What follows belongs to an exercise in optimizing a design on an open flow for small area, a short achievable clock period and few clock cycles per item; a production flow would make more cautious choices. Function was checked by simulation only, so behaviour that the tests miss may differ from the original. Power figures rest on the tool's default switching activity, not on a simulated workload.

==> flow/design.v <==
module qoi_compressor (
    input  wire        rstn,
    input  wire        clk,
    output wire        ctrl_ready,
    input  wire        ctrl_start,
    input  wire [15:0] ctrl_width,
    input  wire [15:0] ctrl_height,
    output wire        i_tready,
    input  wire        i_tvalid,
    input  wire        i_tlast,
    input  wire [ 7:0] i_R, i_G, i_B,
    input  wire        o_tready,
    output reg         o_tvalid,
    output reg         o_tlast,
    output reg  [ 3:0] o_tkeep,
    output reg  [31:0] o_tdata       
);
localparam [2:0] S_INIT  = 3'd0,
                 S_HDR   = 3'd1,
                 S_WAIT  = 3'd2,
                 S_WORK  = 3'd3,
                 S_FLUSH = 3'd4;
reg  [ 2:0] state;
reg  [ 6:0] cnt;
reg  [ 8:0] pipe_shift;
reg  [15:0] width, xpos, ypos;
reg         width_e1, xpos_e1;
wire   pipe_ready =  ~o_tvalid | o_tready;
wire   pipe_flow  = ((state == S_WORK && i_tvalid) || state==S_FLUSH) & pipe_ready;
reg    pipe_flow_r1, pipe_flow_r2;
always @ (posedge clk) {pipe_flow_r1, pipe_flow_r2} <= {pipe_flow, pipe_flow_r1};
assign ctrl_ready =  (state == S_WAIT);
assign i_tready   =  (state == S_WORK) & pipe_ready;
always @ (posedge clk or negedge rstn)
    if (~rstn) begin
        state <= S_INIT;
        cnt   <= 7'd0;
        pipe_shift <= 9'h0;
    end else begin
        case (state)
            S_INIT :     
                if (cnt < 7'd72) begin
                    cnt <= cnt + 7'd1;
                end else begin
                    cnt <= 7'd0;
                    state <= S_WAIT;
                end
            S_WAIT :
                state  <= ctrl_start ? S_HDR : S_WAIT;
            S_HDR  :
                if (pipe_ready) begin
                    if (cnt < 7'd2) begin
                        cnt <= cnt + 7'd1;
                    end else begin
                        cnt <= 7'd0;
                        state <= S_WORK;
                    end
                end
            S_WORK :
                if (pipe_ready & i_tvalid) begin
                    state <= ((xpos==16'd1 && ypos==16'd1) || i_tlast) ? S_FLUSH : S_WORK;
                    pipe_shift <= {1'b1, pipe_shift[8:1]};
                end
            default   : begin
                state <= (pipe_shift == 9'h0) ? S_INIT : S_FLUSH;
                if (pipe_ready)
                    pipe_shift <= {1'b0, pipe_shift[8:1]};
            end
        endcase
    end
always @ (posedge clk)
    case (state)
        S_WAIT : begin
            width   <= (ctrl_width == 16'd0) ? 16'd1 : ctrl_width;
            xpos    <= (ctrl_width == 16'd0) ? 16'd1 : ctrl_width;
            width_e1<= (ctrl_width <= 16'd1);
            xpos_e1 <= (ctrl_width <= 16'd1);
            ypos    <= (ctrl_height== 16'd0) ? 16'd1 : ctrl_height;
        end
        S_WORK :
            if (pipe_ready & i_tvalid) begin
                if (xpos_e1) begin
                    xpos    <= width;
                    xpos_e1 <= width_e1;
                    ypos    <= ypos - 16'd1;
                end else begin
                    xpos    <= xpos - 16'd1;
                    xpos_e1 <=(xpos ==16'd2);
                end
            end
    endcase
wire    a_e, b_e, c_e, d_e, e_e, f_e, g_e, h_e, j_e;                  
assign {a_e, b_e, c_e, d_e, e_e, f_e, g_e, h_e, j_e} = pipe_shift;    
reg  [23:0] a_BGR, b_BGR, c_BGR, d_BGR, e_BGR, f_BGR;
reg         d_same_as_previous;
reg  [ 5:0] e_run   , f_run_m1;
reg         e_run_nz, f_run_nz;
reg  [ 7:0] d_dB, d_dG, d_dR;
reg  [ 7:0] e_xB, e_xG, e_xR;
reg         e_diff;
reg  [ 5:0] e_diff_d;
reg         f_diff;
reg  [ 5:0] f_diff_d;
reg         f_luma;
reg  [13:0] f_luma_d;
reg  [ 5:0] a_hash_5G, a_hash_7B, b_hash_5G7B, b_hash_3R;
reg  [ 5:0] c_hash, d_hash, e_hash, f_hash;
reg  [24:0] HASH_TAB [63:0];     
reg  [24:0] rd1, rd2, rd4;
wire [24:0] rd3, rd5;
always @ (posedge clk)  HASH_TAB[c_hash] <= {c_e, c_BGR};  
always @ (posedge clk)  rd1 <= HASH_TAB[c_hash];           
always @ (posedge clk)  if (pipe_flow_r2) rd2 <= rd1;
assign                                    rd3  = pipe_flow_r2 ? rd1 : rd2;
always @ (posedge clk)  if (pipe_flow_r1) rd4 <= rd3;
assign                                    rd5  = pipe_flow_r1 ? rd3 : rd4;
reg         e_hash_BGR_e;
reg  [23:0] e_hash_BGR;
reg         f_hash_match;
reg  [ 1:0] g_type;       
reg  [31:0] g_bytes;
reg  [ 1:0] g_rem_cnt;    
reg  [23:0] g_rem_bytes;
wire [ 2:0] g_merge_cnt   = (g_type<2'd3) ?  ({1'b0,g_type}+{1'b0,g_rem_cnt}) : {1'b1,g_rem_cnt} ;
wire [55:0] g_merge_bytes = (g_rem_cnt==2'd0) ? {24'h0, g_bytes                   } :
                            (g_rem_cnt==2'd1) ? {16'h0, g_bytes, g_rem_bytes[ 7:0]} :
                            (g_rem_cnt==2'd2) ? { 8'h0, g_bytes, g_rem_bytes[15:0]} :
                                                {       g_bytes, g_rem_bytes      } ;
reg         h_tvalid;
reg         h_tlast;
reg  [ 3:0] h_tkeep;
reg  [31:0] h_tdata;
always @ (posedge clk)
    if (pipe_flow) begin
        {a_BGR, b_BGR, c_BGR, d_BGR, e_BGR, f_BGR} <= {i_B,i_G,i_R, a_BGR, b_BGR, c_BGR, d_BGR, e_BGR};
        d_same_as_previous <= c_e && d_e && (c_BGR == d_BGR);
        e_run    <= (d_same_as_previous && (e_run < 6'd62)) ? (e_run + 6'd1) : 6'd0;
        e_run_nz <= (d_same_as_previous && (e_run < 6'd62));
        f_run_m1 <= e_run - 6'd1;
        f_run_nz <= e_run_nz;
        d_dB <= c_BGR[23:16] - d_BGR[23:16] + 8'd2;
        d_dG <= c_BGR[15: 8] - d_BGR[15: 8] + 8'd2;
        d_dR <= c_BGR[ 7: 0] - d_BGR[ 7: 0] + 8'd2;
        e_xB <= d_dB - d_dG + 8'd8;
        e_xG <= d_dG        + 8'd30;
        e_xR <= d_dR - d_dG + 8'd8;
        e_diff   <= (d_dR<8'd4  && d_dG<8'd4  && d_dB<8'd4 ) && e_e;
        e_diff_d <= {d_dR[1:0],    d_dG[1:0],    d_dB[1:0]};
        f_diff   <= e_diff;
        f_diff_d <= e_diff_d;
        f_luma   <= (e_xR<8'd16 && e_xB<8'd16 && e_xG<8'd64) && f_e;
        f_luma_d <= {e_xR[3:0],    e_xB[3:0],    e_xG[5:0]};
        a_hash_5G  <= i_G[5:0] + {i_G[3:0],2'b0};
        a_hash_7B  <= i_B[5:0] + {i_B[4:0],1'b0} + {i_B[3:0],2'b0};
        b_hash_5G7B <= a_hash_5G + a_hash_7B;
        b_hash_3R   <= a_BGR[5:0] + {a_BGR[4:0],1'b0} + 6'd53;
        c_hash <= b_hash_3R + b_hash_5G7B;
        d_hash <= c_hash;
        e_hash <= d_hash;
        f_hash <= e_hash;
        {e_hash_BGR_e, e_hash_BGR} <= rd5;
        f_hash_match <= (e_hash_BGR_e && (e_hash_BGR == e_BGR));
        if (~f_e) begin
            g_type  <= 2'd0;
            g_bytes <= 0;
        end else if (f_run_nz) begin
            g_type  <= e_run_nz ? 2'd0 : 2'd1;             
            g_bytes <= {24'h0, 2'b11, f_run_m1};
        end else if (f_hash_match) begin                   
            g_type  <= 2'd1;
            g_bytes <= {24'h0, 2'b00, f_hash};
        end else if (f_diff) begin                         
            g_type  <= 2'd1;
            g_bytes <= {24'h0, 2'b01, f_diff_d};
        end else if (f_luma) begin                         
            g_type  <= 2'd2;
            g_bytes <= {16'h0, f_luma_d[13:6], 2'b10, f_luma_d[5:0]};
        end else begin                                     
            g_type  <= 2'd3;
            g_bytes <= {f_BGR, 8'hFE};
        end
        if (g_e) begin
            if (g_merge_cnt[2]) begin
                g_rem_cnt   <= g_merge_cnt[1:0];
                g_rem_bytes <= g_merge_bytes[55:32];
                h_tvalid <= 1'b1;
                h_tlast  <= (~f_e) && (g_merge_cnt[1:0]==2'd0);
                h_tkeep  <= 4'b1111;
                h_tdata  <= g_merge_bytes[31:0];
            end else begin
                g_rem_cnt   <= g_merge_cnt[1:0];
                g_rem_bytes <= g_merge_bytes[23:0];
                h_tvalid <= 1'b0;
            end
        end else if (h_e) begin        
            h_tvalid <= (g_rem_cnt > 2'd0) ? 1'b1 : 1'b0;
            h_tlast  <= (g_rem_cnt > 2'd0) ? 1'b1 : 1'b0;
            h_tkeep  <= (g_rem_cnt== 2'd3) ? 4'b0111 : (g_rem_cnt==2'd2) ? 4'b0011 : 4'b0001 ;
            h_tdata  <= {8'h0, g_rem_bytes};
        end else begin
            h_tvalid <= 1'b0;
            h_tlast  <= 1'b0;
        end
    end else if (state == S_INIT) begin
        c_hash <= c_hash + 6'd1;
        g_rem_cnt   <= 2'd2;        
        g_rem_bytes <= 24'h00_03;   
        h_tvalid <= 1'b0;
    end
always @ (posedge clk or negedge rstn)
    if (~rstn) begin
        {o_tvalid, o_tlast, o_tkeep, o_tdata} <= 38'h0;
    end else begin
        if (state==S_HDR && pipe_ready) begin
            o_tvalid <= 1'b1;
            o_tlast  <= 1'b0;
            o_tkeep  <= 4'b1111;
            o_tdata  <= (cnt==7'd0) ? 32'h66_69_6f_71                :   
                        (cnt==7'd1) ? {xpos[7:0], xpos[15:8], 16'd0} :   
                                      {ypos[7:0], ypos[15:8], 16'd0} ;   
        end else if (pipe_flow) begin
            o_tvalid <= h_tvalid;
            o_tlast  <= h_tlast;
            o_tkeep  <= h_tkeep;
            o_tdata  <= h_tdata;
        end else if (o_tready) begin
            o_tvalid <= 1'b0;
            o_tlast  <= 1'b0;
        end
    end
endmodule
==> flow/run.sh <==
#!/bin/bash
# synth_recipe.tcl (not shown) runs the flow's synth.tcl, then flattens the netlist and writes it again
# the make line also repeats each setting of config.mk as NAME=value (left out here)
make -C /OpenROAD-flow-scripts/flow DESIGN_CONFIG=/design/flow/config.mk WORK_HOME=/design/flow/orfs CLKGATE_MAP_FILE= SYNTH_SCRIPT=/design/flow/synth_recipe.tcl finish
==> flow/config.mk <==
export PLATFORM = sky130hd
export DESIGN_NAME = qoi_compressor
export DESIGN_NICKNAME = qoi_compressor
export VERILOG_FILES = /design/flow/design.v
export SDC_FILE = /design/flow/constraint.sdc
export NUM_CORES = 4
export LEC_CHECK = 0
export CAP_MARGIN = 20
export CORE_MARGIN = 2
export CORE_UTILIZATION = 40
export SLEW_MARGIN = 20
==> flow/constraint.sdc <==
create_clock -name core_clock -period 5.0 [get_ports {clk}]
set_input_delay 1.0000 -clock core_clock [delete_from_list [all_inputs] [get_ports {clk}]]
set_output_delay 1.0000 -clock core_clock [all_outputs]
set_load 0.01 [all_outputs]
==> results.txt <==
## through the flow
stage               instances  worst slack, ns  hold WS (ns)
floorplan                5034            0.123         0.329
global route             8309            0.911         0.335
finish                   8317            0.557         0.315
detailed placement       7903             1.02         0.405
CTS                      8307             1.01         0.274
global placement         7903             1.03         0.401
## critical path, stage by stage (launching register included)
cell and delay [ns]:
edfxtp_1 0.86, buf_4 0.30, nand2b_1 0.58, buf_4 0.26
o22ai_1 0.08, a221oi_1 0.24, a21oi_1 0.28, a2111oi_0 0.92
nand4_1 0.56
## cells in the mapped netlist (8+ instances only)
library cell  instances
a211oi_1             23
a21o_1               26
a21oi_1             193
a221o_1              27
a221oi_1            172
a222oi_1             15
a22o_1               16
a22oi_1             131
a31oi_1              10
and2_1               21
and3_1                9
buf_1                21
buf_2                86
buf_4                38
buf_6                10
clkbuf_1            143
dfrtp_1              57
dfxtp_1              77
edfxtp_1           2052
fa_1                 14
ha_1                103
inv_1               108
mux2_2              190
mux2i_1             240
mux4_2              129
nand2_1             216
nand2b_1             14
nand3_1              47
nand4_1              25
nor2_1              212
nor2b_1              15
nor3_1               31
nor4_1               27
o211ai_1             11
o21a_1               12
o21ai_0             190
o21bai_1             11
o221ai_1              8
o22ai_1              73
or3_1                11
or4_1                12
xnor2_1              76
xor2_1               46
## final cells by class
class | instances | area (um^2)
fill | 18400 | 116000
tap | 2838 | 3550
inverter | 110 | 424
clock buffer | 272 | 5850
clock inverter | 132 | 1330
timing repair buffer | 330 | 2930
antenna | 9 | 22.5
multi-input combinational | 2440 | 20100
sequential | 2186 | 64600
## power by group
part / switching, mW / internal (mW) / total, mW / leakage (nW)
combinational: 13.1 / 6.22 / 19.3 / 9.48
sequential: 1.28 / 23.3 / 24.5 / 19.9
clock: 7.09 / 9.34 / 16.4 / 3.51
total: 21.4 / 38.8 / 60.2 / 32.9
## sequential cells by signal (all words and copies together) (netlist names), 25 cells and up
register	count
g_bytes	32
o_tdata	32
rd1	25
rd2	25
h_tdata	32
HASH_TAB	1600
rd4	25
## per-layer routing
metal  GRT usage  wire, um
met1       0.309    100000
met2       0.368    121000
met3      0.0502     25400
met4       0.108     14000
met5           0        84
## layout by cell type (no fill, tap or decap), drive strengths merged, types with 15 or more instances in the layout
master / count
a221oi: 173
buf: 230
a22o: 16
o22ai: 73
a211oi: 23
and2: 21
bufinv: 20
ha: 103
nor4: 27
nand3: 47
nand2: 216
mux4: 129
nand4: 25
inv: 120
dfxtp: 77
a221o: 27
edfxtp: 2052
clkinv: 96
a222oi: 15
o21ai: 191
nor2b: 16
a21o: 26
mux2i: 240
nor3: 33
mux2: 190
xnor2: 76
nor2: 213
a22oi: 131
a21oi: 193
dfrtp: 57
xor2: 46
clkdlybuf4s50: 100
clkbuf: 272
## cells by family after synthesis
| family | after synthesis |
|---|---|
| AOI/OAI and AO/OA | 970 |
| muxes | 559 |
| and+or+nand+nor | 672 |
| buffers and inverters | 408 |
| DFF | 2186 |
| xor gates and xnor gates | 122 |
| adders and majority gates | 117 |
## worst max-delay path by stage
stage / to / startpoint / slack (ns)
after floorplan: g_rem_bytes[0] / i_tvalid / 0.12
after global placement: rd1[17] / c_hash[0] / 1.03
after detailed placement: rd1[6] / c_hash[0] / 1.02
after CTS: rd1[17] / c_hash[0] / 1.01
after global routing: rd1[6] / c_hash[0] / 0.91
final: rd1[6] / c_hash[0] / 0.56
==> flow_summary.yaml <==
status:
  status: "complete, no violations"
setup_path:
  crit_type: "reg -> reg"
  arrival_ns: 4.98
  rr_endpoint: "rd1[6]"
  regToRegStartpoint: "c_hash[0]"
  required_ns: 5.54
  reg2regPathDepth: 8
  worstPathMaxFanout: 11
  critPathLaunchType: "flip-flop"
  endpoint_kind: "flip-flop"
  reg2reg_slack_ns: 0.56
finish:
  drive_gt1_frac: 0.177
  final_nets: 5462
  finish.utilization: 0.461
  finalInstanceArea_um2: 98800
  area_delta_synth_final_pct: 14.5
timing:
  period_needed_ns: 4.44
  hold_viol: 0
  slew_viol_final: 0
  fin_crit_sh: 0.889
  rsz0062_at_grt: "false"
  finalSetupViolations: 0
  clock-skew-final_ns: 0.0844
  clock.fmax_mhz: 225
  maxSlewHeadroom: 0.179
  worstMarginPinSlew_ns: 1.22
  finalSetupTns_ns: 0
synth:
  synth_top_family_by_area: "multiplexers"
  synth.area.top_cells: "edfxtp_1 71%, mux4_2 3.4%, mux2i_1 2.8%"
  synth_compound_area_frac: 0.0769
  synth-seq-area-share: 0.749
  synth.cell_area_um2: 86300
  synth_top_area_share: 0.714
  syn_nets: 5213
  synth.largest_area_cell: "edfxtp_1"
  yosys_warnings: 1
  yosys.area_share.simple: 0.0361
  synth_flop_cell: "edfxtp_1"
  synth-edff-count: 2052
  async_flop_share: 0.0261
  synth_mux_area_frac: 0.0863
  synthAdderAreaFrac: 0.0182
  syn_inst: 5034
  synth_cell_type_count: 77
  synth_xor_area_frac: 0.0124
  syn_avg_cell_area_um2: 17.1
  ys_seq_elements: 2186
routing:
  detail_route.vias_per_cell: 5.92
  drc_errors: 0
  num_vias: 49200
  drt_first_iter_violations: 7016
  post_drt_wl_per_cell_um: 31.3
  dr.pass1.iters: 6
  ant_nets: 0
  routed_wl_um: 260000
placement:
  postPlaceCellArea_um2: 91600
  hpwl_um: 160000
  io_buffers: 101
  finalWeightedCongestion: 0.929
global_route:
  gr-total-overflow: 0
  grt_pass1_vias: 47400
  antenna_found_initial: 24
  grt_pass1_wl_um: 363000
  grt_usage: 0.233
  grt_max_degree: 125
floorplan:
  core-area_um2: 214000
  fp.dieH_um: 468
  boundaryPins: 102
  die-area_um2: 219000
  row_count: 170
  die_w_um: 468
  initial_utilization: 0.402
power_and_ir_drop:
  leakagePower_nw: 32.9
  p_total_mw: 60.2
  p_per_area_nw_per_um2: 610
  ir_drop_mv: 0.386
clock_tree:
  clkSlewWorstSetupHoldPaths_ns: 0.07
  holdBufCountCts: 0
  clk_latency_ns: 0.88
  cts_inserted_buffers: 215
  postCtsSetupRepairBufs: 0
  htree_levels: 4
  cts-resized-gates: 0
  clock-sinks: 2186
  cts_tree: "yes"
  cts-root-buf: "clkbuf_16"
  ctsLongestPathBuffers: 3
job:
  maxCapViolations: 0
hold_path:
  min_path_type: "in -> async"
Testbench counts, summed over its fixed seeds: cycles 56,851, pixels 48,510.

-- re-timing with driven ports --
How much do the figures lean on ideal ports? The routed layout below was timed once more, with nothing changed but the port constraints.
Step 1 sets driving cells, clkbuf_16 on the clock port and buf_2 on the other inputs (assumed; they add their load-dependent delay and slew).
Step 2 also shifts input and output timing later by t, the mid clock arrival at the registers, as if the neighbouring blocks saw the same clock.
a / b / c = no drivers / after step 1 / after step 2; a / b = the first two.
t, ns: 0.923
slack for setup (ns): 0.557 / 0.557 / 0.557
hold slack, ns: 0.315 / 0.249 / 0.397
worst setup path at the end: register to register
After both steps this run still meets setup and hold. For this run, drivers alone change the setup slack by 0.000 ns; drivers and shift together by 0.000 ns.
